This is an optimization exercise on Yosys and OpenROAD, whose aim is small area, a short achievable clock period and few clock cycles, not a production implementation. In this exercise RTL edits were held to simulation tests only and were not proved equivalent to the original. Power figures rest on the tool's default switching activity, not on a simulated workload.

## flow/run.sh

```bash
#!/bin/bash
# synth_recipe.tcl (not shown) runs the flow's synth.tcl, then flattens the netlist and writes it again
# the make line also repeats each setting of config.mk as NAME=value (left out here)
make -C /OpenROAD-flow-scripts/flow DESIGN_CONFIG=/design/flow/config.mk WORK_HOME=/design/flow/orfs CLKGATE_MAP_FILE= SYNTH_SCRIPT=/design/flow/synth_recipe.tcl finish
```

## flow/config.mk

```make
export PLATFORM = sky130hd
export DESIGN_NAME = CPU_COMP
export DESIGN_NICKNAME = CPU_COMP
export VERILOG_FILES = /design/flow/design.v
export SDC_FILE = /design/flow/constraint.sdc
export NUM_CORES = 4
export LEC_CHECK = 0
export CAP_MARGIN = 20
export CORE_MARGIN = 2
export CORE_UTILIZATION = 40
export SLEW_MARGIN = 20
```

## flow/constraint.sdc

```tcl
create_clock -name core_clock -period 8.0 [get_ports {clk}]
set_input_delay 1.6000 -clock core_clock [delete_from_list [all_inputs] [get_ports {clk}]]
set_output_delay 1.6000 -clock core_clock [all_outputs]
set_load 0.01 [all_outputs]
```

## flow/design.v

```verilog
`timescale 1ns / 1ps
module R(
    input [15:0] in_bus,
    input Read,
    input Write,
    input clk,
    input rst,
    output reg [15:0] out_bus
    );
    reg [15:0] register;
    always@(posedge clk)
            begin
                if (rst) begin
                    register <= 16'b0;
                    out_bus <= 16'b0;
                end else begin
                if (Read) begin
                    out_bus <= register;
                end else begin
                    out_bus <= 16'b0;
                end
                if (Write) begin
                    register <= in_bus;
                end
                end
            end
endmodule
`timescale 1ns / 1ps
module PC(
input [15:0] in_bus,
input fetch,
input Ins_Con,
input Write,
input clk,
input rst,
input PC1,
input [7:0] TR_PC,
input [7:0] MBR_PC,
output reg [15:0] out_bus,
output reg finish_signal
);
always@(posedge clk)
    begin
    if (rst) begin
        out_bus <= 16'b0;
        finish_signal <= 1'b0;
    end else begin
        if (Ins_Con) begin
            out_bus[15:8] <= TR_PC;
            out_bus[7:0] <= MBR_PC;
        end
        if (Write) begin
            out_bus <= in_bus;
        end
        if (PC1) begin
            out_bus <= out_bus + 1;
        end
    if (out_bus==333) begin
        finish_signal <= 1;
    end
    end
    end
endmodule
`timescale 1ns / 1ps
module IR(
input [15:0] in_bus,
input Decode,
input Write,
input clk,
input rst,
output reg [7:0] out_bus
);
always@(posedge clk)
        begin
            if (rst) begin
                out_bus <= 8'b0;
            end else if (Write) begin
                out_bus <= in_bus[7:0];
            end
        end 
endmodule
`timescale 1ns / 1ps
module MBR(
input [7:0] in_bus,
input Read,
input fetch,
input clk,
input rst,
output reg [7:0] AR_PC_MBR,
output reg [15:0] out_bus
);
reg [7:0] register;
always@(posedge clk)
        begin
            if (rst) begin
                register <= 8'b0;
                AR_PC_MBR <= 8'b0;
                out_bus <= 16'b0;
            end else begin
            if (Read) begin
                out_bus[15:8] <= 8'b0;
                out_bus[7:0] <= register;
            end else begin
                out_bus <= 16'b0;
            end
            if (fetch) begin
                register <= in_bus;
                AR_PC_MBR <= in_bus;
            end
            end
        end
endmodule
`timescale 1ns / 1ps
module TR(
input [15:0] in_bus,
input Read,
input Write,
input clk,
input rst,
output reg [7:0] AR_PC_TR,
output reg [15:0] out_bus
);
reg [7:0] register;
always@(posedge clk)
        begin
            if (rst) begin
                register <= 8'b0;
                AR_PC_TR <= 8'b0;
                out_bus <= 16'b0;
            end else begin
            if (Read) begin
                out_bus[15:8] <= 8'b0;
                out_bus[7:0] <= register;
            end else begin
                out_bus <= 16'b0;
            end
            if (Write) begin
                register <= in_bus[7:0];
                AR_PC_TR <= in_bus[7:0];
            end
            end
        end
endmodule
`timescale 1ns / 1ps
module DR(
input [15:0] in_bus,
input Read,
input Write,
input clk,
input rst,
input Mem_Read,
input Mem_Write,
input [7:0] memory_out,
output reg [7:0] memory_in,
output reg [15:0] out_bus
);
reg [7:0] register;
always@(posedge clk)
        begin
            if (rst) begin
                register <= 8'b0;
                memory_in <= 8'b0;
                out_bus <= 16'b0;
            end else begin
            if (Read) begin
                out_bus[15:8] <= 8'b0;
                out_bus[7:0] <= register;
            end else begin
                out_bus <= 16'b0;
            end
            if (Write) begin
                register <= in_bus[7:0];
                memory_in <= in_bus[7:0];
            end
            if (Mem_Read) begin
                register <= memory_out;
                memory_in <= memory_out;
            end
            end
        end
endmodule
`timescale 1ns / 1ps
module AR(
input [15:0] in_bus,
input Write,
input Mem_Read,
input Mem_Write,
input clk,
input rst,
input Ins_Con,
input [7:0] TR_AR,
input [7:0] MBR_AR,
output reg [15:0] out_bus
);
always@(posedge clk)
        begin
            if (rst) begin
                out_bus <= 16'b0;
            end else begin
            if (Ins_Con) begin
                    out_bus[15:8] <= TR_AR;
                    out_bus[7:0] <= MBR_AR;
                end
            if (Write) begin
                out_bus <= in_bus;
            end
            end
        end
endmodule
`timescale 1ns / 1ps
module ALU(
input [15:0] A_bus,
input [15:0] B_bus,
input [2:0] operation,
input [3:0] shift,
input clk,
input rst,
output reg [15:0] C_bus,
output reg z_flag
);
parameter ADD = 3'b001;
parameter SUB = 3'b010;
parameter INC = 3'b011;
parameter DEC = 3'b100;
parameter LSHIFT = 3'b101;
parameter RSHIFT = 3'b110;
parameter RESET = 3'b111;
wire [15:0] diff = A_bus - B_bus;
wire [15:0] decr = A_bus + B_bus - 1;
always@(posedge clk)
    begin
    if (rst) begin
        C_bus <= 16'b0;
        z_flag <= 1'b0;
    end else begin
    case(operation)
        ADD : C_bus <= A_bus + B_bus;
        SUB : begin
        C_bus <= diff;
        z_flag <= (diff == 16'b0) ? 1'b1 : 1'b0;
        end
        INC : C_bus <= A_bus + B_bus + 1;
        DEC : begin
        C_bus <= decr;
        z_flag <= (decr == 16'b0) ? 1'b1 : 1'b0;
        end
        RSHIFT : C_bus <= A_bus >> shift;
        LSHIFT : C_bus <= A_bus << shift;
        RESET : C_bus <= 16'b0;
        default : C_bus <= C_bus;
    endcase 
    end
    end
endmodule
`timescale 1ns / 1ps
module Control_Store(
input clk,
input rst,
input z_flag,
input Decode,
input [7:0] Dec_IN,
input [5:0] next_address_micro,
output reg [55:0] signal
);
reg [55:0] ROM_data;
reg [5:0] next_address;
reg [5:0] old_address;
reg [15:0] Read_LUT_data;
reg [17:0] Write_LUT_data;
parameter LOADACI   = 4'b0000;
parameter LOADAC    = 4'b0001;
parameter WRITEAC   = 4'b0010;
parameter TRFR2AC   = 4'b0011;
parameter LOADR     = 4'b0100;
parameter JPNZ      = 4'b0101;
parameter ADD       = 4'b0110;
parameter SUB       = 4'b0111;
parameter ADDI      = 4'b1000;
parameter SUBI      = 4'b1001;
parameter INCRMNT   = 4'b1010;
parameter DCRMNT    = 4'b1011;
parameter LSHIFT    = 4'b1100;
parameter RSHIFT    = 4'b1101;
parameter CLAC      = 4'b1110;
parameter Fetch     = 4'b1111;
wire [55:0] signal_wire;
wire [55:0] signal_wire_temp;
wire [5:0] ROM_address_decode;
wire [5:0] ROM_address_micro;
wire [5:0] ROM_address;
assign ROM_address_decode[5] = next_address[5]&z_flag;
assign ROM_address_decode[4:0] = next_address[4:0];
assign ROM_address_micro[5] = next_address_micro[5]&z_flag;
assign ROM_address_micro[4:0] = next_address_micro[4:0];
assign ROM_address = Decode? ROM_address_decode:ROM_address_micro;
assign signal_wire_temp = ROM_data;
assign signal_wire[55:45] = signal_wire_temp[55:45];
assign signal_wire[40:39] = signal_wire_temp[40:39];
assign signal_wire[22] = signal_wire_temp[22];
assign signal_wire[3:0] = signal_wire_temp[3:0];
assign signal_wire[44:41] = Dec_IN[3:0];
assign signal_wire[38:23] = signal_wire_temp[39]? Read_LUT_data: signal_wire_temp[38:23];
assign signal_wire[21:4] = signal_wire_temp[22]? Write_LUT_data: signal_wire_temp[21:4];
reg [1:0] state;
always@(posedge clk)
	begin
        if (rst) begin
            state <= 2'b00;
        end else begin
        case(state)
            2'b00 : state <= 2'b01;
            2'b01 : state <= 2'b10;
            2'b10 : state <= 2'b11;
            2'b11 : state <= 2'b00;
            default : state <= state;
        endcase
        end
	end
always@(posedge clk)
    begin
        if (rst) begin
            signal <= 56'b0;
            old_address <= 6'b0;
        end else begin
        case(state)
            2'b00 :begin
                signal[55]<=0;  
                signal[54]<=signal_wire[54];  
                signal[53:48]<=ROM_address;  
                signal[47:45]<=3'b0;         
                signal[44:41]<=signal_wire[44:41]; 
                signal[40]<=signal_wire[40];  
                signal[39]<=signal_wire[39]; 
                signal[38:23]<=signal_wire[38:23]; 
                signal[22]<=signal_wire[22]; 
                signal[21:4]<=18'b0;  
                signal[3:0]<=signal_wire[3:0];  
                old_address<=ROM_address;
            end
            2'b01 :begin
                signal[55]<=0;  
                signal[54]<=0;  
                signal[53:48]<=old_address;  
                signal[47:45]<=signal_wire[47:45];  
                signal[44:41]<=signal_wire[44:41]; 
                signal[40]<=0;  
                signal[39]<=signal_wire[39]; 
                signal[38:23]<=16'b0; 
                signal[22]<=signal_wire[22]; 
                signal[21:4]<=18'b0;  
                signal[3:0]<=signal_wire[3:0];  
            end
            2'b10 :begin
                signal[55]<=0;  
                signal[54]<=0;  
                signal[53:48]<=old_address;  
                signal[47:45]<=3'b0;         
                signal[44:41]<=signal_wire[44:41]; 
                signal[40]<=0;  
                signal[39]<=signal_wire[39]; 
                signal[38:23]<=16'b0; 
                signal[22]<=signal_wire[22]; 
                signal[21:4]<=signal_wire[21:4];  
                signal[3:0]<=signal_wire[3:0];  
            end
            2'b11 :begin
                signal[55]<=signal_wire[55];  
                signal[54]<=0;  
                signal[53:48]<=signal_wire[53:48];  
                signal[47:45]<=3'b0;         
                signal[44:41]<=signal_wire[44:41]; 
                signal[40]<=0;  
                signal[39]<=0; 
                signal[38:23]<=16'b0; 
                signal[22]<=0; 
                signal[21:4]<=18'b0;  
                signal[3:0]<=4'b0;  
            end
        endcase
        end
    end
always@(*) begin
case (Dec_IN[3:0])
4'd0:  Read_LUT_data = 16'b1000000000000000;
4'd1:  Read_LUT_data = 16'b0000000000000001;
4'd2:  Read_LUT_data = 16'b0000000000000010;
4'd3:  Read_LUT_data = 16'b0000000000000100;
4'd4:  Read_LUT_data = 16'b0000000000001000;
4'd5:  Read_LUT_data = 16'b0000000000010000;
4'd6:  Read_LUT_data = 16'b0000000000100000;
4'd7:  Read_LUT_data = 16'b0000000001000000;
4'd8:  Read_LUT_data = 16'b0000000010000000;
4'd9:  Read_LUT_data = 16'b0000000100000000;
4'd10: Read_LUT_data = 16'b0000001000000000;
4'd11: Read_LUT_data = 16'b0000010000000000;
4'd12: Read_LUT_data = 16'b0000100000000000;
default: Read_LUT_data = 16'b0;
endcase
end
always@(*) begin
case (Dec_IN[3:0])
4'd0:  Write_LUT_data = 18'b000000000000000001;
4'd1:  Write_LUT_data = 18'b000000000000000010;
4'd2:  Write_LUT_data = 18'b000000000000000100;
4'd3:  Write_LUT_data = 18'b000000000000001000;
4'd4:  Write_LUT_data = 18'b000000000000010000;
4'd5:  Write_LUT_data = 18'b000000000000100000;
4'd6:  Write_LUT_data = 18'b000000000001000000;
4'd7:  Write_LUT_data = 18'b000000000010000000;
4'd8:  Write_LUT_data = 18'b000000000100000000;
4'd9:  Write_LUT_data = 18'b000000001000000000;
4'd10: Write_LUT_data = 18'b000000010000000000;
4'd11: Write_LUT_data = 18'b000000100000000000;
4'd12: Write_LUT_data = 18'b000001000000000000;
default: Write_LUT_data = 18'b0;
endcase
end
always@(*) begin
case (Dec_IN[7:4])
LOADACI: next_address = 6'b000011;
LOADAC:  next_address = 6'b001001;
WRITEAC: next_address = 6'b001100;
TRFR2AC: next_address = 6'b001111;
LOADR:   next_address = 6'b010000;
JPNZ:    next_address = 6'b110001;
ADD:     next_address = 6'b010101;
SUB:     next_address = 6'b010110;
ADDI:    next_address = 6'b010111;
SUBI:    next_address = 6'b011001;
INCRMNT: next_address = 6'b011011;
DCRMNT:  next_address = 6'b011100;
LSHIFT:  next_address = 6'b011101;
RSHIFT:  next_address = 6'b011110;
CLAC:    next_address = 6'b011111;
default: next_address = 6'b000000;
endcase
end
always@(*) begin
case (ROM_address)
6'd0: ROM_data = 56'b0_1_0_00001_000_0000_0_0_0_000000000000000_0_000000000000000000_00_0_0;  
6'd1: ROM_data = 56'b0_0_0_00010_001_0000_1_0_0_001000000000000_0_000100000000000000_00_0_0;  
6'd2: ROM_data = 56'b1_0_0_00000_000_0000_0_0_0_000000000000000_0_000000000000000000_00_0_0;  
6'd3: ROM_data = 56'b0_1_0_00100_000_0000_1_0_0_000000000000000_0_000000000000000000_00_0_0;  
6'd4: ROM_data = 56'b0_0_0_00101_001_0000_0_0_0_001000000000000_0_001000000000000000_00_0_0;  
6'd5: ROM_data = 56'b0_1_0_00110_000_0000_1_0_0_000000000000000_0_000000000000000000_00_0_0;  
6'd6: ROM_data = 56'b0_0_0_00111_000_0000_0_0_0_000000000000000_0_000000000000000000_01_0_0;  
6'd7: ROM_data = 56'b0_0_0_01000_000_0000_0_0_0_000000000000000_0_000000000000000000_00_1_0;  
6'd8: ROM_data = 56'b0_0_0_00000_001_0000_0_0_0_100000000000000_0_000000000000000001_00_0_0;  
6'd9: ROM_data = 56'b0_0_0_01010_001_0000_0_1_0_000000000000000_0_100000000000000000_00_0_0;  
6'd10: ROM_data = 56'b0_0_0_01011_000_0000_0_0_0_000000000000000_0_000000000000000000_00_1_0;  
6'd11: ROM_data = 56'b0_0_0_00000_001_0000_0_0_0_100000000000000_0_000000000000000001_00_0_0;  
6'd12: ROM_data = 56'b0_0_0_1101_001_0000_0_0_1_000000000000000_0_010000000000000000_00_0_0;  
6'd13: ROM_data = 56'b0_0_0_1110_001_0000_0_0_0_000000000000001_0_100000000000000000_00_0_0;  
6'd14: ROM_data = 56'b0_0_0_0000_000_0000_0_0_0_000000000000000_0_000000000000000000_00_0_1;  
6'd15: ROM_data = 56'b0_0_0_00000_001_0000_0_1_0_000000000000000_0_000000000000000001_00_0_0;  
6'd16: ROM_data = 56'b0_0_0_00000_001_0000_0_0_1_000000000000000_1_000000000000000000_00_0_0;  
6'd17: ROM_data = 56'b0_1_0_10010_000_0000_1_0_0_000000000000000_0_000000000000000000_00_0_0;  
6'd18: ROM_data = 56'b0_0_0_10011_001_0000_0_0_0_001000000000000_0_001000000000000000_00_0_0;  
6'd19: ROM_data = 56'b0_1_0_10100_000_0000_1_0_0_000000000000000_0_000000000000000000_00_0_0;  
6'd20: ROM_data = 56'b0_0_0_00000_000_0000_0_0_0_000000000000000_0_000000000000000000_10_0_0;  
6'd21: ROM_data = 56'b0_0_0_00000_001_0000_0_0_1_000000000000001_0_000000000000000001_00_0_0;  
6'd22: ROM_data = 56'b0_0_0_00000_010_0000_0_0_1_000000000000001_0_000000000000000001_00_0_0;  
6'd23: ROM_data = 56'b0_1_0_11000_000_0000_1_0_0_000000000000000_0_000000000000000000_00_0_0;  
6'd24: ROM_data = 56'b0_0_0_00000_001_0000_0_0_1_001000000000000_0_000000000000000001_00_0_0;  
6'd25: ROM_data = 56'b0_1_0_11010_000_0000_1_0_0_000000000000000_0_000000000000000000_00_0_0;  
6'd26: ROM_data = 56'b0_0_0_00000_010_0000_0_0_1_001000000000000_0_000000000000000001_00_0_0;  
6'd27: ROM_data = 56'b0_0_0_00000_011_0000_0_1_0_000000000000000_1_000000000000000000_00_0_0;  
6'd28: ROM_data = 56'b0_0_0_00000_100_0000_0_1_0_000000000000000_1_000000000000000000_00_0_0;  
6'd29: ROM_data = 56'b0_0_0_00000_101_0000_0_0_1_000000000000000_0_000000000000000001_00_0_0;  
6'd30: ROM_data = 56'b0_0_0_00000_110_0000_0_0_1_000000000000000_0_000000000000000001_00_0_0;  
6'd31: ROM_data = 56'b0_0_0_00000_111_0000_0_0_1_000000000000000_0_000000000000000001_00_0_0;  
6'd49: ROM_data = 56'b0_0_1_10010_000_0000_1_0_0_000000000000000_0_000000000000000000_00_0_0;  
6'd50: ROM_data = 56'b0_0_0_00000_000_0000_1_0_0_000000000000000_0_000000000000000000_00_0_0;  
default: ROM_data = 56'b0;
endcase
end
endmodule
`timescale 1ns / 1ps
module CPU(
input [2:0] Op,
input [3:0] shift,
input clk,
input rst,
input fetch,
input Decode,
input PC1,
input Read_AC,
input [1:0] Ins_Con,
input Mem_Read,
input Mem_Write,
input [14:0] Read_RL,
input [17:0] Write_RL,
input [7:0] IM_OUT,
output wire [7:0] memory_in,
output wire [15:0] address,
input [7:0] memory_out,
output wire[7:0] Dec_IN,
output wire [15:0] IM_IN,
output wire z_flag,
output wire [15:0] C_bus,
output wire [15:0] A_bus, B_bus,
output wire finish_signal
);
wire [15:0] B_0;
wire [15:0] B_1;
wire [15:0] B_2;
wire [15:0] B_3;
wire [15:0] B_4;
wire [15:0] B_5;
wire [15:0] B_6;
wire [15:0] B_7;
wire [15:0] B_8;
wire [15:0] B_9;
wire [15:0] B_10;
wire [15:0] B_11;
wire [15:0] B_12;
wire [15:0] B_13;
wire [15:0] B_14;
wire [7:0] AR_PC_TR;
wire [7:0] AR_PC_MBR;
assign B_bus = B_0|B_1|B_2|B_3|B_4|B_5|B_6|B_7|B_8|B_9|B_10|B_11|B_12|B_13|B_14;
R AC(.in_bus(C_bus), .out_bus(A_bus), .Read(Read_AC), .Write(Write_RL[0]), .clk(clk), .rst(rst));
R R(.in_bus(C_bus), .out_bus(B_0), .Read(Read_RL[0]), .Write(Write_RL[1]), .clk(clk), .rst(rst));
R R1(.in_bus(C_bus), .out_bus(B_1), .Read(Read_RL[1]), .Write(Write_RL[2]), .clk(clk), .rst(rst));
R R2(.in_bus(C_bus), .out_bus(B_2), .Read(Read_RL[2]), .Write(Write_RL[3]), .clk(clk), .rst(rst));
R R3(.in_bus(C_bus), .out_bus(B_3), .Read(Read_RL[3]), .Write(Write_RL[4]), .clk(clk), .rst(rst));
R R4(.in_bus(C_bus), .out_bus(B_4), .Read(Read_RL[4]), .Write(Write_RL[5]), .clk(clk), .rst(rst));
R R5(.in_bus(C_bus), .out_bus(B_5), .Read(Read_RL[5]), .Write(Write_RL[6]), .clk(clk), .rst(rst));
R R6(.in_bus(C_bus), .out_bus(B_6), .Read(Read_RL[6]), .Write(Write_RL[7]), .clk(clk), .rst(rst));
R R7(.in_bus(C_bus), .out_bus(B_7), .Read(Read_RL[7]), .Write(Write_RL[8]), .clk(clk), .rst(rst));
R R8(.in_bus(C_bus), .out_bus(B_8), .Read(Read_RL[8]), .Write(Write_RL[9]), .clk(clk), .rst(rst));
R R9(.in_bus(C_bus), .out_bus(B_9), .Read(Read_RL[9]), .Write(Write_RL[10]), .clk(clk), .rst(rst));
R R10(.in_bus(C_bus), .out_bus(B_10), .Read(Read_RL[10]), .Write(Write_RL[11]), .clk(clk), .rst(rst));
R R11(.in_bus(C_bus), .out_bus(B_11), .Read(Read_RL[11]), .Write(Write_RL[12]), .clk(clk), .rst(rst));
PC PC(.in_bus(C_bus), .out_bus(IM_IN), .fetch(fetch), .Write(Write_RL[13]), .clk(clk), .rst(rst), .PC1(PC1), .Ins_Con(Ins_Con[1]),
.TR_PC(AR_PC_TR), .MBR_PC(AR_PC_MBR), .finish_signal(finish_signal));
IR IR(.in_bus(C_bus), .out_bus(Dec_IN), .Decode(Decode), .Write(Write_RL[14]), .clk(clk), .rst(rst));
MBR MBR(.in_bus(IM_OUT), .out_bus(B_12), .Read(Read_RL[12]), .fetch(fetch), .clk(clk), .rst(rst), .AR_PC_MBR(AR_PC_MBR));
TR TR(.in_bus(C_bus), .out_bus(B_13), .Read(Read_RL[13]), .Write(Write_RL[15]), .clk(clk), .rst(rst), .AR_PC_TR(AR_PC_TR));
DR DR(.in_bus(C_bus), .out_bus(B_14), .Read(Read_RL[14]), .Write(Write_RL[16]), .clk(clk), .rst(rst), .Mem_Read(Mem_Read),
.Mem_Write(Mem_Write), .memory_in(memory_in), .memory_out(memory_out));
AR AR(.in_bus(C_bus), .out_bus(address), .Write(Write_RL[17]), .Mem_Read(Mem_Read), .Mem_Write(Mem_Write), .clk(clk), .rst(rst),
.Ins_Con(Ins_Con[0]), .TR_AR(AR_PC_TR), .MBR_AR(AR_PC_MBR));
ALU alu(.A_bus(A_bus), .B_bus(B_bus), .operation(Op), .clk(clk), .rst(rst), .C_bus(C_bus), .z_flag(z_flag), .shift(shift));  
endmodule
`timescale 1ns / 1ps
module CPU_COMP(
input clk,
input rst,
output wire [15:0] imem_addr,
input [7:0] imem_data,
output wire [15:0] dmem_addr,
output wire [7:0] dmem_wdata,
output wire dmem_we,
input [7:0] dmem_rdata,
output wire done
);
wire z_flag;
wire [15:0] C_bus;
wire [15:0] A_bus, B_bus;
wire [5:0] next_address_micro;
wire [2:0] Op;
wire [3:0] shift;
wire fetch;
wire Decode;
wire PC1;
wire [7:0] Dec_IN;
wire Read_AC;
wire [1:0] Ins_Con;
wire Mem_Read;
wire Mem_Write;
wire [14:0] Read_RL;
wire [17:0] Write_RL;
wire [15:0] IM_IN;
wire [7:0] IM_OUT;
wire [7:0] memory_in;
wire [7:0] memory_out;
wire [15:0] address;
wire [55:0] signal;
wire finish_signal;
assign Mem_Write = signal[0];
assign Mem_Read = signal[1];
assign Ins_Con = signal[3:2];
assign Write_RL = signal[21:4];
assign Read_RL = signal[37:23];
assign Read_AC = signal[38];
assign PC1 = signal[40];
assign shift = signal[44:41];
assign Op = signal[47:45];
assign next_address_micro = signal[53:48];
assign fetch = signal[54];
assign Decode = signal[55];
assign imem_addr = IM_IN;
assign IM_OUT = imem_data;
assign dmem_addr = address;
assign dmem_wdata = memory_in;
assign dmem_we = Mem_Write;
assign memory_out = dmem_rdata;
assign done = finish_signal;
CPU CPU(.Op(Op), .shift(shift), .clk(clk), .rst(rst), .Read_AC(Read_AC), .z_flag(z_flag), .C_bus(C_bus), .Read_RL(Read_RL), .Write_RL(Write_RL), .A_bus(A_bus),
     .B_bus(B_bus), .fetch(fetch), .PC1(PC1), .Decode(Decode), .Mem_Read(Mem_Read), .Mem_Write(Mem_Write), .IM_OUT(IM_OUT),
     .memory_in(memory_in), .address(address), .memory_out(memory_out), .Dec_IN(Dec_IN), .IM_IN(IM_IN), .Ins_Con(Ins_Con), .finish_signal(finish_signal));
Control_Store Control_Store(.z_flag(z_flag), .Dec_IN(Dec_IN), .signal(signal), .Decode(Decode), .next_address_micro(next_address_micro), .clk(clk), .rst(rst));
endmodule
```

==> results of run 1 <==
-- how the worst min path moves through the flow --
| stage | startpoint | end | cells after the start |
|---|---|---|---|
| 3_5_place_dp | Control_Store.Read_LUT_data[2]$_SDFF_PP0_ | Control_Store.signal[25]$_SDFF_PP0_ | 1 |
| 2_1_floorplan | Control_Store.Read_LUT_data[1]$_SDFF_PP0_ | Control_Store.signal[24]$_SDFF_PP0_ | 1 |
| 6_report | CPU.R4.register[1]$_SDFFE_PP0P_ | CPU.R4.out_bus[1]$_SDFF_PP0_ | 1 |
| 4_1_cts | CPU.R4.register[1]$_SDFFE_PP0P_ | CPU.R4.out_bus[1]$_SDFF_PP0_ | 1 |
| 5_1_grt | CPU.R1.register[1]$_SDFFE_PP0P_ | CPU.R1.out_bus[1]$_SDFF_PP0_ | 1 |
| 3_3_place_gp | Control_Store.Write_LUT_data[3]$_SDFF_PP0_ | Control_Store.signal[7]$_SDFF_PP0_ | 1 |
-- power breakdown --
group	total, mW	internal [mW]	switching, mW
registers	3.08	3.01	0.0667
logic	0.466	0.161	0.305
clock network	2.73	1.52	1.21
total	6.28	4.70	1.58
-- cells by family (layout without fill, tap and decap cells) --
family,count (synthesis),after routing
AOI/OAI and AO/OA,370,370
muxes,300,300
adders and majority gates,55,55
buffers and inverters,236,268
and+or+nand+nor,1058,1058
xor gates and xnor gates,42,42
DFF,597,597
-- area by class of cell --
type / instances / area, sq um
Sequential cell: 597 / 11960
Inverter: 55 / 206.4
Clock inverter: 26 / 206.4
Clock buffer: 85 / 1734
Timing Repair Buffer: 102 / 918.4
Multi-Input combinational cell: 1825 / 11950
Tap cell: 837 / 1047
Fill cell: 5862 / 33580
-- worst max-delay path, cell delays in order, from the launching register on --
cell                      delay (ps)
sky130_fd_sc_hd__dfxtp_1         300
sky130_fd_sc_hd__nor4_1          780
sky130_fd_sc_hd__nand4_1         310
sky130_fd_sc_hd__ha_1            610
sky130_fd_sc_hd__and2_0          330
sky130_fd_sc_hd__o21a_1          140
sky130_fd_sc_hd__o21ai_0         100
sky130_fd_sc_hd__a31oi_1         360
sky130_fd_sc_hd__xor2_1          540
sky130_fd_sc_hd__nand2_1         200
sky130_fd_sc_hd__nor4_1          480
sky130_fd_sc_hd__mux2i_1         240
sky130_fd_sc_hd__a21oi_1          80
-- placed cells by master, fill, tap and decap left out, types with 13 or more instances in the layout --
cell                              instances
sky130_fd_sc_hd__and2_1                 256
sky130_fd_sc_hd__nand3_1                 36
sky130_fd_sc_hd__xnor2_1                 29
sky130_fd_sc_hd__ha_1                    53
sky130_fd_sc_hd__nor2_1                 440
sky130_fd_sc_hd__nand4_1                 19
sky130_fd_sc_hd__nand2b_1                19
sky130_fd_sc_hd__a21oi_1                 99
sky130_fd_sc_hd__mux2i_1                284
sky130_fd_sc_hd__clkinv_2                13
sky130_fd_sc_hd__dfxtp_1                594
sky130_fd_sc_hd__a31oi_1                 18
sky130_fd_sc_hd__buf_4                   43
sky130_fd_sc_hd__o21ai_0                 73
sky130_fd_sc_hd__nor2b_1                 17
sky130_fd_sc_hd__nand2_1                 87
sky130_fd_sc_hd__a221oi_1                18
sky130_fd_sc_hd__inv_1                   53
sky130_fd_sc_hd__clkdlybuf4s50_1         58
sky130_fd_sc_hd__nor3_1                  37
sky130_fd_sc_hd__clkbuf_8                16
sky130_fd_sc_hd__a211oi_1                26
sky130_fd_sc_hd__clkbuf_16               59
sky130_fd_sc_hd__nor4_1                  74
-- routing by layer --
layer / vias to the layer above / routed length (microns) / GRT usage, %
met5: - / 0 / 0
met4: 0 / 2483 / 7.760
met3: 118 / 3816 / 3.146
met2: 633 / 32830 / 36.34
met1: 9207 / 32950 / 30.21
li1: 9107 / - / -
==> results.cfg, run 1 <==
[run_status]
outcome = complete, no violations

[worst_setup_path]
setup.worst_path.class = reg2reg
worst_setup_path_end_kind = register
setup.worst_path.start = CPU.R9.out_bus[7]$_SDFF_PP0_
worst_ep_arrival_time_ps = 5120
timing.reg2reg.worst_path_depth = 12
cp_max_fo = 12
worst_r2r_startpoint = CPU.R9.out_bus[7]$_SDFF_PP0_
critPathCapture = CPU.alu.C_bus[15]$_SDFFE_PP0P_
regToRegSetupSlack_ps = 3370
worstSetupStartpointType = register
critPathRequiredTime_ps = 8490
crit-reg2reg-capture = CPU.alu.C_bus[15]$_SDFFE_PP0P_

[logic_synthesis]
netlist.top_cell.by_area = sky130_fd_sc_hd__dfxtp_1
yosys-top-cells-area = sky130_fd_sc_hd__dfxtp_1 48%, sky130_fd_sc_hd__mux2i_1 11%, sky130_fd_sc_hd__nor2_1 6.6%, sky130_fd_sc_hd__and2_1 6.4%, sky130_fd_sc_hd__ha_1 2.7%
synth_cell_type_count = 93
yosysTopAreaCellShare_pct = 48.07
synthesis.instances = 2658
synth.avg_cell_area_sq_um = 9.354
synth_sequential_area_ratio_pct = 48.07
synth-adder-area-share_pct = 2.828
area_fraction_in_compound_gates_after_synthesis_pct = 9.924
synthSimpleGateAreaFrac_pct = 21.26
post_synth_xor_xnor_area_pct = 1.510
mux_share_of_post_synthesis_cell_area_pct = 12.43
synth_nets = 2731
ys_async_sr_fraction_pct = 0
yosys_most_used_dff = sky130_fd_sc_hd__dfxtp_1
postSynthRegisterBits = 597
post-synth-top-count-cell = sky130_fd_sc_hd__dfxtp_1
synth.top_cells.by_count = 597 x sky130_fd_sc_hd__dfxtp_1, 440 x sky130_fd_sc_hd__nor2_1, 284 x sky130_fd_sc_hd__mux2i_1, 256 x sky130_fd_sc_hd__and2_1, 144 x sky130_fd_sc_hd__clkbuf_1
ys_warn_count = 9
syn-cell-area_sq_mm = 0.02486
synth_enable_flop_cells = 0
synth_top_family_by_area = simple AND/OR/NAND/NOR gates

[clocking]
numClockSinks = 597
worst_skew_pair.late_latency_ps = 640
root_buffer = sky130_fd_sc_hd__clkbuf_16
clock_pin_slew_on_the_worst_setup_and_hold_paths_ps = 60
cts_buffer_depth = 3
htreeDepth = 2
inserted_clock_buffers = 59
cts_post_setup_buffers_inserted = 0
tritoncts = yes
postCtsResizedCells = 0
holdBufCountCts = 0

[detailed_routing]
drt_pass1_iterations = 6
detail_route.wirelength_microns = 72080
detailroute.via_count = 19070
drt-initial-drc-count = 1561
via_per_inst = 5.405
drcViolationCount = 0
routed_wire_length_per_instance_microns = 20.44
drtAntennaViolNets = 0

[final_layout]
final_cell_count_no_fill = 3527
drive_above_1_share_pct = 7.918
synthToLayoutAreaGrowth_pct = 12.69
number_of_flip_flops_under_the_largest_register_name = 52
final_net_count = 2713
largest_register = Control_Store.signal
final_design_area_no_fill_sq_mm = 0.02802
antenna_cells = 0
postLayoutCoreUtil_pct = 45.49

[timing]
relSlewSlack_pct = 21.54
final-setup-viol-count = 0
hold-worst-slack_ps = 415.6
timing_worst_slew_pin_value_ps = 1177
final.setup.tns_ps = 0
hold_violations = 0
timing_max_transition_violations_final = 0
layout_min_cycle_time_ps = 4634
finalClockSkew_ps = 43.55
min_period_over_period_pct = 57.93
post-route-worst-setup-slack_ps = 3366
maxClockFrequency_ghz = 0.2158
grt_setup_unrepaired = false

[placement]
port_buffers = 59
placed_cells_incl_taps = 3416
place_congestion = 0.9422
dpl.hpwl_microns = 48290
dp_slack_ps = 3445
area_post_placement_sq_mm = 0.02607

[global_route]
grt_pass1_wl_microns = 110200
grtUsageTotal_pct = 22.32
gr-total-overflow = 0
number_of_antenna_violations_at_the_first_check_in_global_routing = 1
maximum_number_of_pins_on_one_net_before_global_route_repair = 101
grt_pass1_vias = 18310

[die]
placementRows = 91
die-height_microns = 253.3
dieWidth_microns = 253.3
design.core.area_sq_mm = 0.06160
start_util_pct = 40.36
ios = 60
design.die.area_sq_mm = 0.06417

[pwr]
leakage_nw = 10.32
cellPowerDensity_mw_per_mm2 = 224.0
fin_total_pwr_mw = 6.276
vdd_ir_drop_max_uv = 177.2

[worst_hold_path]
min-delay-path-class = reg2reg

[run]
drv.max_cap_violation_count = 0
Testbench counts, summed over its fixed seeds: cycles 2,833,980.
==> run 2: changes to the inputs <==
==> flow/design.v (replaced) <==
`timescale 1ns / 1ps
module CPU_COMP(
input clk,
input rst,
output wire [15:0] imem_addr,
input [7:0] imem_data,
output wire [15:0] dmem_addr,
output wire [7:0] dmem_wdata,
output wire dmem_we,
input [7:0] dmem_rdata,
output wire done
);
localparam ST_NOP  = 3'd0;    
localparam ST_OP   = 3'd1;    
localparam ST_HIL  = 3'd2;    
localparam ST_LOL  = 3'd3;    
localparam ST_HIJ  = 3'd4;    
localparam ST_IMMA = 3'd5;    
localparam ST_IMMS = 3'd6;    
reg [15:0] pc;
reg [7:0]  ir;
reg [2:0]  st;
reg [7:0]  hi;
reg [15:0] ac;
reg [15:0] g [1:12];
reg [12:1] gv;                
reg        z;
reg        done_r;
wire [3:0] op = ir[7:4];
wire [3:0] x  = ir[3:0];
wire is_op = (st == ST_OP);
wire use_g1 = (op == 4'h2) | (op == 4'h6) | (op == 4'h7);
wire [3:0] bsel = use_g1 ? 4'd1 : x;
reg [15:0] b;
integer k;
always @(*) begin
    b = (bsel == 4'd0) ? ac : 16'd0;
    for (k = 1; k <= 12; k = k + 1)
        if (bsel == k && gv[k]) b = b | g[k];
end
wire is_imm  = (st == ST_IMMA) | (st == ST_IMMS);
wire do_sub  = (is_op & (op == 4'h7)) | (st == ST_IMMS);
wire do_inc  = is_op & (op == 4'hA);
wire do_dec  = is_op & (op == 4'hB);
wire [15:0] yraw = is_imm ? {8'd0, ir} : b;
wire [15:0] xa   = do_inc ? 16'd0 : do_dec ? 16'hFFFF : ac;
wire [15:0] ya   = do_sub ? ~yraw : yraw;
wire [15:0] sum  = xa + ya + {15'd0, do_sub | do_inc};
wire [15:0] shl = ac << x;
wire [15:0] shr = ac >> x;
wire is_lol = (st == ST_LOL);
assign dmem_addr  = is_lol ? {hi, ir} : b;
assign dmem_wdata = ac[7:0];
assign dmem_we    = is_op & (op == 4'h2);
wire jpnz  = is_op & (op == 4'h5);
wire skip2 = jpnz & z;
assign imem_addr = pc;
assign done = done_r;
always @(posedge clk) begin
    ir <= imem_data;
    if (st == ST_HIL) hi <= ir;
end
always @(posedge clk) begin
    if (rst) begin
        pc <= 16'd0;
        st <= ST_NOP;
        ac <= 16'd0;
        z <= 1'b0;
        gv <= 12'd0;
        done_r <= 1'b0;
    end else begin
        if (st == ST_HIJ) begin
            pc <= {ir, imem_data};
            st <= ST_NOP;
        end else if (skip2) begin
            pc <= pc + 16'd2;
            st <= ST_NOP;
        end else begin
            pc <= pc + 16'd1;
            if (is_op) begin
                case (op)
                4'h0: st <= ST_HIL;
                4'h5: st <= ST_HIJ;
                4'h8: st <= ST_IMMA;
                4'h9: st <= ST_IMMS;
                default: st <= ST_OP;
                endcase
            end else if (st == ST_HIL) st <= ST_LOL;
            else st <= ST_OP;
        end
        if (pc[15:1] == 15'd166) done_r <= 1'b1;
        if (is_lol) ac <= {8'd0, dmem_rdata};
        else if (is_imm) ac <= sum;
        else if (is_op) begin
            case (op)
            4'h1: ac <= {8'd0, dmem_rdata};
            4'h3: ac <= b;
            4'h6, 4'h7: ac <= sum;
            4'hA, 4'hB: if (x == 4'd0) ac <= sum;
            4'hC: ac <= shl;
            4'hD: ac <= shr;
            4'hE: ac <= 16'd0;
            default: ;
            endcase
        end
        if (st == ST_IMMS) z <= (ac == {8'd0, ir});
        else if (is_op & (op == 4'h7)) z <= (ac == b);
        else if (do_dec) z <= (b == 16'd1);
        for (k = 1; k <= 12; k = k + 1)
            if (is_op & (x == k) & ((op == 4'h4) | (op == 4'hA) | (op == 4'hB)))
                gv[k] <= 1'b1;
    end
end
always @(posedge clk) begin
    for (k = 1; k <= 12; k = k + 1)
        if (is_op & (x == k)) begin
            if (op == 4'h4) g[k] <= ac;
            else if ((op == 4'hA) | (op == 4'hB)) g[k] <= sum;
        end
end
endmodule
--- a/flow/config.mk
+++ b/flow/config.mk
@@ -5,7 +5,9 @@
 export SDC_FILE = /design/flow/constraint.sdc
 export NUM_CORES = 4
 export LEC_CHECK = 0
+export ABC_CLOCK_PERIOD_IN_PS = 3000
 export CAP_MARGIN = 20
 export CORE_MARGIN = 2
 export CORE_UTILIZATION = 40
+export SETUP_SLACK_MARGIN = 4.5
 export SLEW_MARGIN = 20
==> run 2 against run 1 <==
Die area fell by 44%. Cell count is 44% lower. Clock skew fell by 21 ps. Fmax decreased by 7.9%. Global-route usage up 7.2 points. Sequential power decreased by 52%. Sequential share of layout area is 4.1 points lower. Core utilization is 9.8 points higher. Cell area down 34%. Highest routed layer unchanged. First-iteration DRC count is 7.8% higher. Non-clock buffer count increased by 170.
==> results.cfg, run 2 <==
[timing]
hold_violations = 0
finalClockSkew_ps = 22.06
maxClockFrequency_ghz = 0.1987
timing_max_transition_violations_final = 0
post-route-worst-setup-slack_ps = 2968
timing_worst_slew_pin_value_ps = 1247
relSlewSlack_pct = 16.58
final-setup-viol-count = 0
min_period_over_period_pct = 62.90
final.setup.tns_ps = 0
grt_setup_unrepaired = true
layout_min_cycle_time_ps = 5032

[final_layout]
postLayoutCoreUtil_pct = 55.33
largest_register = g
nFillCells = 2772
registers_with_the_most_flip_flops = g (192), ac (16), pc (16)
antenna_cells = 0
final_cell_count_no_fill = 1968
drive_above_1_share_pct = 32.96
synthToLayoutAreaGrowth_pct = 35.73
layout.cells.most_common = sky130_fd_sc_hd__edfxtp_1
multi_input_area_sq_mm = 0.007193
layout.cells.most_common_list = 200 x sky130_fd_sc_hd__edfxtp_1, 141 x sky130_fd_sc_hd__buf_4, 131 x sky130_fd_sc_hd__nor2_1, 91 x sky130_fd_sc_hd__nand2_1, 56 x sky130_fd_sc_hd__o21ai_0
final-seq-area_sq_mm = 0.007178
number_of_flip_flops_under_the_largest_register_name = 192
final_net_count = 1537

[logic_synthesis]
yosys_most_used_dff = sky130_fd_sc_hd__edfxtp_1
ys_async_sr_fraction_pct = 0
syn-cell-area_sq_mm = 0.01370
synth_cell_type_count = 88
ys_warn_count = 2
synthesis.instances = 1300
synth_enable_flop_cells = 200
postSynthRegisterBits = 257
synth.top_cells.by_count = 200 x sky130_fd_sc_hd__edfxtp_1, 158 x sky130_fd_sc_hd__nor2_1, 95 x sky130_fd_sc_hd__nand2_1, 83 x sky130_fd_sc_hd__o21ai_0, 67 x sky130_fd_sc_hd__a21oi_1
yosys-top-cells-area = sky130_fd_sc_hd__edfxtp_1 44%, sky130_fd_sc_hd__dfxtp_1 8.3%, sky130_fd_sc_hd__nor2_1 4.3%, sky130_fd_sc_hd__o21ai_0 3.0%, sky130_fd_sc_hd__nand2_1 2.6%
yosysTopAreaCellShare_pct = 43.83
post-synth-top-count-cell = sky130_fd_sc_hd__edfxtp_1
synth.avg_cell_area_sq_um = 10.54
netlist.top_cell.by_area = sky130_fd_sc_hd__edfxtp_1
synth_sequential_area_ratio_pct = 52.15
synth_nets = 1338

[worst_setup_path]
timing.reg2reg.worst_path_depth = 21
setup.worst_path.class = reg2reg
worst_ep_arrival_time_ps = 5430
critical_path.max_stage_delay_ps = 430
critical-path-top-delay-family = compound AO/OA/AOI/OAI gates
worst_setup_path_end_kind = register
crit-reg2reg-capture = g[6][14]$_DFFE_PP_
cp_cell_sequence = buf_12 -> and2b_4 -> o2111a_2 -> buf_12 -> a222oi_1 -> nand4_2 -> o21ai_2 -> xor2_1 -> fa_2 -> inv_2 -> fa_2 -> a21o_1 -> a21oi_2 -> nor2b_2 -> o2111ai_2 -> nand2_2 -> o41ai_2 -> o21ai_2 -> xor2_2 -> nand2_2 -> nand2_4
regToRegSetupSlack_ps = 2970
worstSetupStartpointType = register
worst_r2r_startpoint = ir[4]$_DFF_P_
slowest_stage = sky130_fd_sc_hd__a222oi_1
critPathBufInv = 3
cp_max_fo = 6
critPathRequiredTime_ps = 8390

[die]
dieWidth_microns = 189.1
design.die.area_sq_mm = 0.03576
start_util_pct = 40.76
ios = 60
design.core.area_sq_mm = 0.03362
die-height_microns = 189.1
placementRows = 67

[global_route]
grt_pass1_wl_microns = 78180
globalRouteMet1Util_pct = 38.38
gr-total-overflow = 0
global_route.peak_usage_layer = met2
number_of_antenna_violations_at_the_first_check_in_global_routing = 0
groute.layer.met3.usage_pct = 5.709
gr-usage-met2_pct = 45.83
maximum_number_of_pins_on_one_net_before_global_route_repair = 44
grt_pass1_vias = 11880
grtUsageTotal_pct = 29.54

[pwr]
cellPowerDensity_mw_per_mm2 = 171.4
internal-power_mw = 2.376
sw_frac_of_total_pct = 25.46
vdd_ir_drop_max_uv = 129.5
clock_power_share_pct = 39.8
switchingPower_mw = 0.8116
leakage_nw = 6.767
p_seq_share_pct = 46.5
share_comb_of_total_power_pct = 13.7

[clocking]
inserted_clock_buffers = 28
cts_buffer_depth = 3
tritoncts = yes
worst_skew_pair.late_latency_ps = 580
htreeDepth = 1
numClockSinks = 257
root_buffer = sky130_fd_sc_hd__clkbuf_16
clock_pin_slew_on_the_worst_setup_and_hold_paths_ps = 60

[placement]
port_buffers = 59
placed_cells_incl_taps = 1742
place_congestion = 0.9550
dpl.hpwl_microns = 32870
dp_slack_ps = 1973

[detailed_routing]
drt-initial-drc-count = 1683
drcViolationCount = 0
detail_route.wirelength_microns = 55160
drtAntennaViolNets = 0
routed_wire_length_per_instance_microns = 28.03
drt_pass1_iterations = 6
via_per_inst = 6.350
detailroute.via_count = 12500

[worst_hold_path]
worst_hold_path.num_cells = 2
min-delay-path-class = reg2reg
hold_path.startpoint = gv[11]$_SDFFE_PP0P_
min_delay_worst_endpoint = gv[11]$_SDFFE_PP0P_

[run]
drv.max_cap_violation_count = 0

[run_status]
outcome = complete, no violations
[run 2: cell count changes in the layout (fill, tap and decap cells not counted), sizes merged, moves of 68 or more]
| cell | before | now |
|---|---|---|
| dfxtp | 597 | 57 |
| mux2i | 284 | 29 |
| nor4 | 76 | 8 |
| and2 | 258 | 8 |
| nor2 | 442 | 158 |
| edfxtp | 0 | 200 |
| buf | 44 | 223 |
[run 2: how the worst max path moves through the flow]
stage,startpoint,end,cells past startpoint
global route,ir[4]$_DFF_P_,g[6][14]$_DFFE_PP_,23
finish,ir[4]$_DFF_P_,g[6][14]$_DFFE_PP_,21
detailed placement,ir[5]$_DFF_P_,g[5][15]$_DFFE_PP_,18
CTS,ir[4]$_DFF_P_,g[6][14]$_DFFE_PP_,23
global placement,ir[5]$_DFF_P_,g[5][15]$_DFFE_PP_,18
floorplan,ir[6]$_DFF_P_,g[10][14]$_DFFE_PP_,24
[run 2: power groups by stage]
| stage | Sequential [mW] | Clock [mW] | Combinational [mW] |
|---|---|---|---|
| final | 1.48 | 1.27 | 0.436 |
| after global routing | 1.48 | 1.33 | 0.451 |
| after CTS | 1.48 | 1.28 | 0.377 |
| after detailed placement | 1.51 | 0 | 0.305 |
| after global placement | 1.51 | 0 | 0.304 |
| after floorplan | 1.51 | 0 | 0.192 |
[run 2: routing by layer]
| layer | routed length [microns] | share of wire [%] | vias to the layer above |
|---|---|---|---|
| li1 | - | - | 5348 |
| met1 | 20660 | 37 | 6074 |
| met2 | 24620 | 45 | 837 |
| met3 | 5989 | 11 | 238 |
| met4 | 3896 | 7.1 | 0 |
| met5 | 0 | 0 | - |
[run 2: kinds of logic (layout without fill, tap and decap cells)]
group	after synthesis	after routing	share of synthesized area, %
xor gates and xnor gates	58	58	3.707
DFF	257	257	52.15
muxes	36	36	3.187
AOI/OAI and AO/OA	386	388	19.82
and+or+nand+nor	428	430	15.36
adders and majority gates	20	20	1.936
buffers and inverters	115	331	3.835
[run 2: what timing repair did]
action | 4_1_cts | 5_1_grt
gates resized for setup | 229 | 107
setup endpoints to repair | 227 | 226
gates cloned | 9 | 2
pin swaps | 83 | 68
hold endpoints to repair | 0 | 0
hold buffers | 0 | 0
setup buffers | 123 | 41
[run 2: stage by stage]
stage / hold slack [ps] / total power, mW / instance area [sq um]
4_1_cts: 474.0 / 3.138 / 17760
5_1_grt: 518.6 / 3.269 / 18600
3_3_place_gp: 447.4 / 1.817 / 14850
6_report: 469.8 / 3.187 / 18600
2_1_floorplan: 402.9 / 1.698 / 13900
3_5_place_dp: 458.2 / 1.819 / 14860
[run 2: cell type report]
class                           count  area share [%]
Timing Repair Buffer              272           14.68
Tap cell                          448           3.014
Clock inverter                     12          0.7400
Multi-Input combinational cell    932           38.67
Sequential cell                   257           38.59
Inverter                            8          0.2018
Clock buffer                       39           4.097
[run 2: tightest hold or removal path, delay by kind of cell (launching register included)]
kind | cells | cell delay (ps)
simple gates | 2 | 120
flops | 1 | 320
Testbench counts of run 2, summed over its fixed seeds: cycles 178,261.
==> run 3: changes to the inputs <==
==> flow/config.mk (replaced) <==
export PLATFORM = sky130hd
export DESIGN_NAME = CPU_COMP
export DESIGN_NICKNAME = CPU_COMP
export VERILOG_FILES = /design/flow/design.v
export SDC_FILE = /design/flow/constraint.sdc
export NUM_CORES = 4
export LEC_CHECK = 0
export CAP_MARGIN = 20
export CORE_MARGIN = 2
export CORE_UTILIZATION = 55
export SETUP_SLACK_MARGIN = 3.5
export SLEW_MARGIN = 20
==> run 3 against run 2 <==
Synthesized cell count unchanged. Cell count decreased by 6.5%. Critical path depth unchanged. Sequential share of layout area increased by 1.7 points. Clock skew increased by 8.8 ps. First-iteration DRC count increased by 11%. Area after synthesis unchanged. Clock-buffer cell count decreased by 11.
==> results.cfg, run 3 <==
[clocking]
worst_skew_pair.late_latency_ps = 570
cts_buffer_depth = 3
tritoncts = yes
inserted_clock_buffers = 27
holdBufCountCts = 0
clock_pin_slew_on_the_worst_setup_and_hold_paths_ps = 60
numClockSinks = 257
htreeDepth = 1
root_buffer = sky130_fd_sc_hd__clkbuf_16

[die]
placementRows = 57
design.die.area_sq_mm = 0.02619
start_util_pct = 56.18
die-height_microns = 161.8
design.core.area_sq_mm = 0.02439
dieWidth_microns = 161.8
ios = 60

[logic_synthesis]
post_synth_xor_xnor_area_pct = 3.707
yosys-top-cells-area = sky130_fd_sc_hd__edfxtp_1 44%, sky130_fd_sc_hd__dfxtp_1 8.3%, sky130_fd_sc_hd__nor2_1 4.3%, sky130_fd_sc_hd__o21ai_0 3.0%, sky130_fd_sc_hd__nand2_1 2.6%
ys_warn_count = 2
ys_async_sr_fraction_pct = 0
yosys_most_used_dff = sky130_fd_sc_hd__edfxtp_1
yosysTopAreaCellShare_pct = 43.83
synth_sequential_area_ratio_pct = 52.15
syn-cell-area_sq_mm = 0.01370
synth_enable_flop_cells = 200
post-synth-top-count-cell = sky130_fd_sc_hd__edfxtp_1
mux_share_of_post_synthesis_cell_area_pct = 3.187
synth.avg_cell_area_sq_um = 10.54
postSynthRegisterBits = 257
synth_cell_type_count = 88
synth.top_cells.by_count = 200 x sky130_fd_sc_hd__edfxtp_1, 158 x sky130_fd_sc_hd__nor2_1, 95 x sky130_fd_sc_hd__nand2_1, 83 x sky130_fd_sc_hd__o21ai_0, 67 x sky130_fd_sc_hd__a21oi_1
synth_nets = 1338
synth-adder-area-share_pct = 1.936
synthSimpleGateAreaFrac_pct = 15.36
synth_top_family_by_area = compound AO/OA/AOI/OAI gates
synthesis.instances = 1300
area_fraction_in_compound_gates_after_synthesis_pct = 19.82
netlist.top_cell.by_area = sky130_fd_sc_hd__edfxtp_1

[timing]
hold_violations = 0
final.setup.tns_ps = 0
timing_worst_slew_pin_value_ps = 1116
grt_setup_unrepaired = true
final-setup-viol-count = 0
layout_min_cycle_time_ps = 4937
timing_max_transition_violations_final = 0
relSlewSlack_pct = 25.35
hold-worst-slack_ps = 471.6
finalClockSkew_ps = 30.86
min_period_over_period_pct = 61.71
maxClockFrequency_ghz = 0.2026

[worst_setup_path]
worst_setup_path_end_kind = register
cp_cell_sequence = buf_12 -> nand2b_4 -> o2111a_2 -> buf_12 -> o2bb2ai_1 -> a221oi_4 -> nand3_4 -> mux2i_2 -> xnor2_2 -> ha_1 -> nor2b_1 -> o2111ai_2 -> nand4b_1 -> a311oi_2 -> nor3_2 -> nor3_1 -> nor3_1 -> xnor2_1 -> xnor2_1 -> o21ai_4 -> buf_12
cp_max_fo = 8
critical_path.most_common_cell = sky130_fd_sc_hd__buf_12
worst_ep_arrival_time_ps = 5250
critPathBufInv = 3
critPathRequiredTime_ps = 8310
critical-path-top-delay-family = compound AO/OA/AOI/OAI gates
critical_path.max_stage_delay_ps = 410
slowest_stage = sky130_fd_sc_hd__a311oi_2
setup.worst_path.class = reg2reg
worstSetupStartpointType = register

[final_layout]
drive_above_1_share_pct = 29.33
registers_with_the_most_flip_flops = g (192), ac (16), pc (16)
nFillCells = 1730
layout.cells.most_common_list = 200 x sky130_fd_sc_hd__edfxtp_1, 165 x sky130_fd_sc_hd__buf_4, 134 x sky130_fd_sc_hd__nor2_1, 91 x sky130_fd_sc_hd__nand2_1, 67 x sky130_fd_sc_hd__o21ai_0
layout.cells.most_common = sky130_fd_sc_hd__edfxtp_1
final-seq-area_sq_mm = 0.007174
number_of_flip_flops_under_the_largest_register_name = 192
multi_input_area_sq_mm = 0.006822
synthToLayoutAreaGrowth_pct = 30.03
final_cell_count_no_fill = 1841
antenna_cells = 0
largest_register = g
final_net_count = 1534

[run]
drv.max_cap_violation_count = 0

[pwr]
p_seq_share_pct = 47.3
clock_power_share_pct = 40.7
sw_frac_of_total_pct = 25.67
cellPowerDensity_mw_per_mm2 = 176.2
share_comb_of_total_power_pct = 12.0
internal-power_mw = 2.333
switchingPower_mw = 0.8058
leakage_nw = 6.616
vdd_ir_drop_max_uv = 195.0

[detailed_routing]
via_per_inst = 6.904
detail_route.wirelength_microns = 53100
detailroute.via_count = 12710
drcViolationCount = 0
drt-initial-drc-count = 1875
drtAntennaViolNets = 0
routed_wire_length_per_instance_microns = 28.84
drt_pass1_iterations = 6

[worst_hold_path]
min-delay-path-class = reg2reg

[global_route]
grt_pass1_wl_microns = 76530
gr-total-overflow = 0
number_of_antenna_violations_at_the_first_check_in_global_routing = 0
maximum_number_of_pins_on_one_net_before_global_route_repair = 48
grtUsageTotal_pct = 39.38
grt_pass1_vias = 12120

[placement]
place_congestion = 1.011
port_buffers = 59
placed_cells_incl_taps = 1628
dpl.hpwl_microns = 32540

[run_status]
outcome = complete, no violations
-- run 3: worst paths after layout --
check	startpoint	to	slack, ps	cells after the start
worst max-delay path	ir[7]$_DFF_P_	g[11][15]$_DFFE_PP_	3060	21
worst min-delay path	done_r$_SDFFE_PP0N_	done_r$_SDFFE_PP0N_	470	2
worst max register to register	ir[7]$_DFF_P_	g[11][15]$_DFFE_PP_	3060	21
worst min register to register	done_r$_SDFFE_PP0N_	done_r$_SDFFE_PP0N_	470	2
-- run 3: area by class of cell --
type,count,area share [%]
clock buffers,28,3.813
clock inverters,22,1.194
inverters,8,0.2177
multi-input cells,934,38.28
flip-flops and latches,257,40.26
well taps,324,2.275
repair buffers,268,13.95
-- run 3: power by group through the flow --
stage / clock network (mW) / registers (mW) / logic, mW
final: 1.28 / 1.48 / 0.377
after global routing: 1.34 / 1.48 / 0.394
after CTS: 1.27 / 1.48 / 0.342
after detailed placement: 0 / 1.51 / 0.302
after global placement: 0 / 1.51 / 0.301
after floorplan: 0 / 1.51 / 0.188
-- run 3: logic make-up after synthesis --
kind of cell,count (synthesis)
mux,36
fa+ha+maj,20
compound gates,386
xor+xnor,58
flops,257
buf+inv,115
simple gates,428
-- run 3: metal layers --
metal / GRT usage, % / vias to the layer above / part of all wire, % / wire length, microns
li1: - / 5347 / - / -
met1: 51.08 / 6046 / 36 / 19010
met2: 62.01 / 1039 / 44 / 23570
met3: 8.784 / 278 / 13 / 6767
met4: 21.20 / 0 / 7.1 / 3758
met5: 0 / - / 0 / 0
-- run 3: repair_timing --
| action | CTS | global route |
|---|---|---|
| setup endpoints to repair | 223 | 145 |
| setup buffers | 120 | 31 |
| pin swaps | 73 | 48 |
| gates resized for setup | 187 | 64 |
| cloned | 9 | 3 |
-- run 3: metrics by stage --
step | instance area (sq um) | setup slack, ps | power [mW] | utilization, %
5_1_grt | 17820 | 2930 | 3.216 | 73.05
6_report | 17820 | 3063 | 3.139 | 73.05
3_5_place_dp | 14670 | 1948 | 1.814 | 60.14
3_3_place_gp | 14650 | 1990 | 1.813 | 60.07
4_1_cts | 17290 | 3313 | 3.100 | 70.87
2_1_floorplan | 13750 | 3487 | 1.694 | -
-- run 3: tightest hold or removal path, stage by stage (launching register included) --
cell,delay [ps]
sky130_fd_sc_hd__dfxtp_1,330
sky130_fd_sc_hd__a31oi_1,40
sky130_fd_sc_hd__nor2_1,70
==> run 4: changes to the inputs <==
--- a/flow/config.mk
+++ b/flow/config.mk
@@ -7,6 +7,5 @@
 export LEC_CHECK = 0
 export CAP_MARGIN = 20
 export CORE_MARGIN = 2
-export CORE_UTILIZATION = 55
-export SETUP_SLACK_MARGIN = 3.5
+export CORE_UTILIZATION = 40
 export SLEW_MARGIN = 20
==> run 4 against run 3 <==
First-iteration DRC count fell by 21%. Sequential power about the same. Clock-buffer cell count increased by 9. Worst hold slack worse by 7.4 ps. Highest routed layer unchanged. Largest cell class unchanged. Flip-flop and latch count unchanged. Combinational power shrank 17%. Cell area down 12%.
==> results.cfg, run 4 <==
[die]
placementRows = 67
die-height_microns = 189.1
design.die.area_sq_mm = 0.03576
dieWidth_microns = 189.1
ios = 60
start_util_pct = 40.76
design.core.area_sq_mm = 0.03362

[placement]
place_congestion = 0.9486
port_buffers = 59
placed_cells_incl_taps = 1747
dpl.hpwl_microns = 33360

[final_layout]
nFillCells = 3085
registers_with_the_most_flip_flops = g (192), ac (16), pc (16)
antenna_cells = 0
number_of_flip_flops_under_the_largest_register_name = 192
final_net_count = 1367
drive_above_1_share_pct = 11.05
layout.cells.most_common_list = 200 x sky130_fd_sc_hd__edfxtp_1, 147 x sky130_fd_sc_hd__nor2_1, 95 x sky130_fd_sc_hd__nand2_1, 80 x sky130_fd_sc_hd__o21ai_0, 66 x sky130_fd_sc_hd__a21oi_1
final_cell_count_no_fill = 1797
synthToLayoutAreaGrowth_pct = 14.12
largest_register = g
layout.cells.most_common = sky130_fd_sc_hd__edfxtp_1

[worst_hold_path]
min-delay-path-class = reg2reg
hold_path.startpoint = gv[7]$_SDFFE_PP0P_
min_delay_worst_endpoint = gv[7]$_SDFFE_PP0P_
worst_hold_path.num_cells = 2

[timing]
relSlewSlack_pct = 26.22
hold_violations = 0
final-setup-viol-count = 0
final.setup.tns_ps = 0
timing_worst_slew_pin_value_ps = 1103
min_period_over_period_pct = 80.53
finalClockSkew_ps = 31.64
grt_setup_unrepaired = false
maxClockFrequency_ghz = 0.1552
timing_max_transition_violations_final = 0
layout_min_cycle_time_ps = 6443

[worst_setup_path]
worstSetupStartpointType = register
setup.worst_path.class = reg2reg
worst_r2r_startpoint = ir[2]$_DFF_P_
timing.reg2reg.worst_path_depth = 20
worst_setup_path_end_kind = register
cp_max_fo = 47
regToRegSetupSlack_ps = 1560
crit-reg2reg-capture = g[8][14]$_DFFE_PP_
critPathRequiredTime_ps = 8300
worst_ep_arrival_time_ps = 6740

[logic_synthesis]
ys_async_sr_fraction_pct = 0
yosysTopAreaCellShare_pct = 43.83
syn-cell-area_sq_mm = 0.01370
yosys-top-cells-area = sky130_fd_sc_hd__edfxtp_1 44%, sky130_fd_sc_hd__dfxtp_1 8.3%, sky130_fd_sc_hd__nor2_1 4.3%, sky130_fd_sc_hd__o21ai_0 3.0%, sky130_fd_sc_hd__nand2_1 2.6%
synth_nets = 1338
netlist.top_cell.by_area = sky130_fd_sc_hd__edfxtp_1
synthesis.instances = 1300
post-synth-top-count-cell = sky130_fd_sc_hd__edfxtp_1
synth_cell_type_count = 88
synth_sequential_area_ratio_pct = 52.15
synth.top_cells.by_count = 200 x sky130_fd_sc_hd__edfxtp_1, 158 x sky130_fd_sc_hd__nor2_1, 95 x sky130_fd_sc_hd__nand2_1, 83 x sky130_fd_sc_hd__o21ai_0, 67 x sky130_fd_sc_hd__a21oi_1
synth_enable_flop_cells = 200
postSynthRegisterBits = 257
synth.avg_cell_area_sq_um = 10.54
yosys_most_used_dff = sky130_fd_sc_hd__edfxtp_1
ys_warn_count = 2

[global_route]
grtUsageTotal_pct = 26.56
grt_pass1_wl_microns = 70870
gr-total-overflow = 0
number_of_antenna_violations_at_the_first_check_in_global_routing = 0
grt_pass1_vias = 10850
maximum_number_of_pins_on_one_net_before_global_route_repair = 48

[run_status]
outcome = complete, no violations

[detailed_routing]
drt_pass1_iterations = 8
drtAntennaViolNets = 0
via_per_inst = 6.333
detail_route.wirelength_microns = 48150
detailroute.via_count = 11380
drcViolationCount = 0
drt-initial-drc-count = 1489
routed_wire_length_per_instance_microns = 26.80

[clocking]
tritoncts = yes
root_buffer = sky130_fd_sc_hd__clkbuf_16
clock_pin_slew_on_the_worst_setup_and_hold_paths_ps = 60
holdBufCountCts = 0
numClockSinks = 257
postCtsResizedCells = 0
htreeDepth = 1
cts_buffer_depth = 3
inserted_clock_buffers = 28
cts_post_setup_buffers_inserted = 0
worst_skew_pair.late_latency_ps = 570

[pwr]
vdd_ir_drop_max_uv = 122.0
leakage_nw = 5.392
cellPowerDensity_mw_per_mm2 = 193.3

[run]
drv.max_cap_violation_count = 0
## run 4: cell counts after synthesis
Identical to the previous run, type by type.
## run 4: report_power, final
group / switching [mW] / total [mW] / internal [mW]
sequential: 0.0180 / 1.49 / 1.47
combinational: 0.207 / 0.313 / 0.106
clock: 0.539 / 1.22 / 0.686
## run 4: worst max-delay path by stage
stage | start | endpoint | slack [ps] | cells past startpoint
6_report | ir[2]$_DFF_P_ | g[8][14]$_DFFE_PP_ | 1560 | 20
5_1_grt | ir[5]$_DFF_P_ | g[12][14]$_DFFE_PP_ | 1260 | 19
4_1_cts | ir[2]$_DFF_P_ | g[8][14]$_DFFE_PP_ | 1710 | 20
3_5_place_dp | ir[2]$_DFF_P_ | g[6][14]$_DFFE_PP_ | 1770 | 20
3_3_place_gp | ir[2]$_DFF_P_ | g[10][15]$_DFFE_PP_ | 1890 | 20
2_1_floorplan | st[1]$_SDFF_PP0_ | g[10][15]$_DFFE_PP_ | 3030 | 19
## run 4: metrics by stage
| stage | util, % | hold slack (ps) | area (sq um) | power, mW | setup WS (ps) |
|---|---|---|---|---|---|
| 5_1_grt | 46.52 | 492.3 | 15640 | 3.104 | 1260 |
| 6_report | 46.52 | 464.2 | 15640 | 3.023 | 1557 |
| 3_3_place_gp | 43.87 | 449.9 | 14750 | 1.818 | 1888 |
| 2_1_floorplan | - | 402.9 | 13700 | 1.692 | 3026 |
| 3_5_place_dp | 43.91 | 458.8 | 14760 | 1.818 | 1769 |
| 4_1_cts | 46.50 | 472.7 | 15630 | 3.028 | 1713 |
## run 4: area by class of cell
| type | count | area, sq um | area share (%) |
|---|---|---|---|
| tap | 448 | 560.5 | 3.584 |
| sequential | 257 | 7149 | 45.72 |
| clock buffer | 37 | 734.5 | 4.696 |
| timing repair buffer | 106 | 938.4 | 6.000 |
| multi-input combinational | 928 | 6092 | 38.96 |
| clock inverter | 13 | 133.9 | 0.8561 |
| inverter | 8 | 30.03 | 0.1920 |
## run 4: routing by layer
layer	track usage, %	wire [microns]	vias to the layer above
li1	-	-	4995
met1	36.29	19650	5537
met2	41.91	21750	698
met3	3.744	4376	150
met4	12.17	2374	0
met5	0	0	-
## run 4: cell families after synthesis
kind of cell    after synthesis  synth area share (%)
xor+xnor                     58                 3.707
mux                          36                 3.187
buf+inv                     115                 3.835
fa+ha+maj                    20                 1.936
compound gates              386                 19.82
flops                       257                 52.15
simple gates                428                 15.36
## run 4: critical path, cell delays in order (launching register included)
cell and delay [ps]:
sky130_fd_sc_hd__dfxtp_1 290, sky130_fd_sc_hd__buf_4 270, sky130_fd_sc_hd__nor2b_1 850, sky130_fd_sc_hd__o2111a_1 850
sky130_fd_sc_hd__a22oi_1 220, sky130_fd_sc_hd__nand4_2 240, sky130_fd_sc_hd__o21ai_0 130, sky130_fd_sc_hd__xor2_1 240
sky130_fd_sc_hd__fa_1 240, sky130_fd_sc_hd__inv_1 70, sky130_fd_sc_hd__fa_1 460, sky130_fd_sc_hd__a21o_1 170
sky130_fd_sc_hd__a21oi_1 230, sky130_fd_sc_hd__nor2b_1 120, sky130_fd_sc_hd__o2111ai_1 240, sky130_fd_sc_hd__nand2_1 110
sky130_fd_sc_hd__o41ai_1 440, sky130_fd_sc_hd__o21ai_0 210, sky130_fd_sc_hd__xor2_1 330, sky130_fd_sc_hd__nand2_1 90
sky130_fd_sc_hd__nand2_1 360

## port drivers added, routing unchanged
Ports are ideal in the flow. The routed layouts listed here were re-timed in OpenROAD.
Step 1 (the two cells are an assumption about what drives the block):
set clk [get_ports {clk}]
set_driving_cell -lib_cell sky130_fd_sc_hd__clkbuf_16 $clk
set_driving_cell -lib_cell sky130_fd_sc_hd__buf_2 [delete_from_list [all_inputs] $clk]
Step 2 times the ports against the registers' clock, not the clock port: input delays grow and output delays shrink by t, the midpoint of the rising clock arrivals with the driver on.
a / b / c = ideal ports / drivers / drivers and shift; a / b = the first two.
run	t (ns)	slack for setup (ns)	cell pins on the clock port's net
run 1	0.676	3.366 / 3.366 / 3.366	1
run 2	0.616	2.968 / 2.968 / 2.968	1
run 3	0.601	3.063 / 3.063 / 3.063	1
run 4	0.611	1.557 / 1.557 / 1.557	1
After both steps every run listed still meets setup and hold.
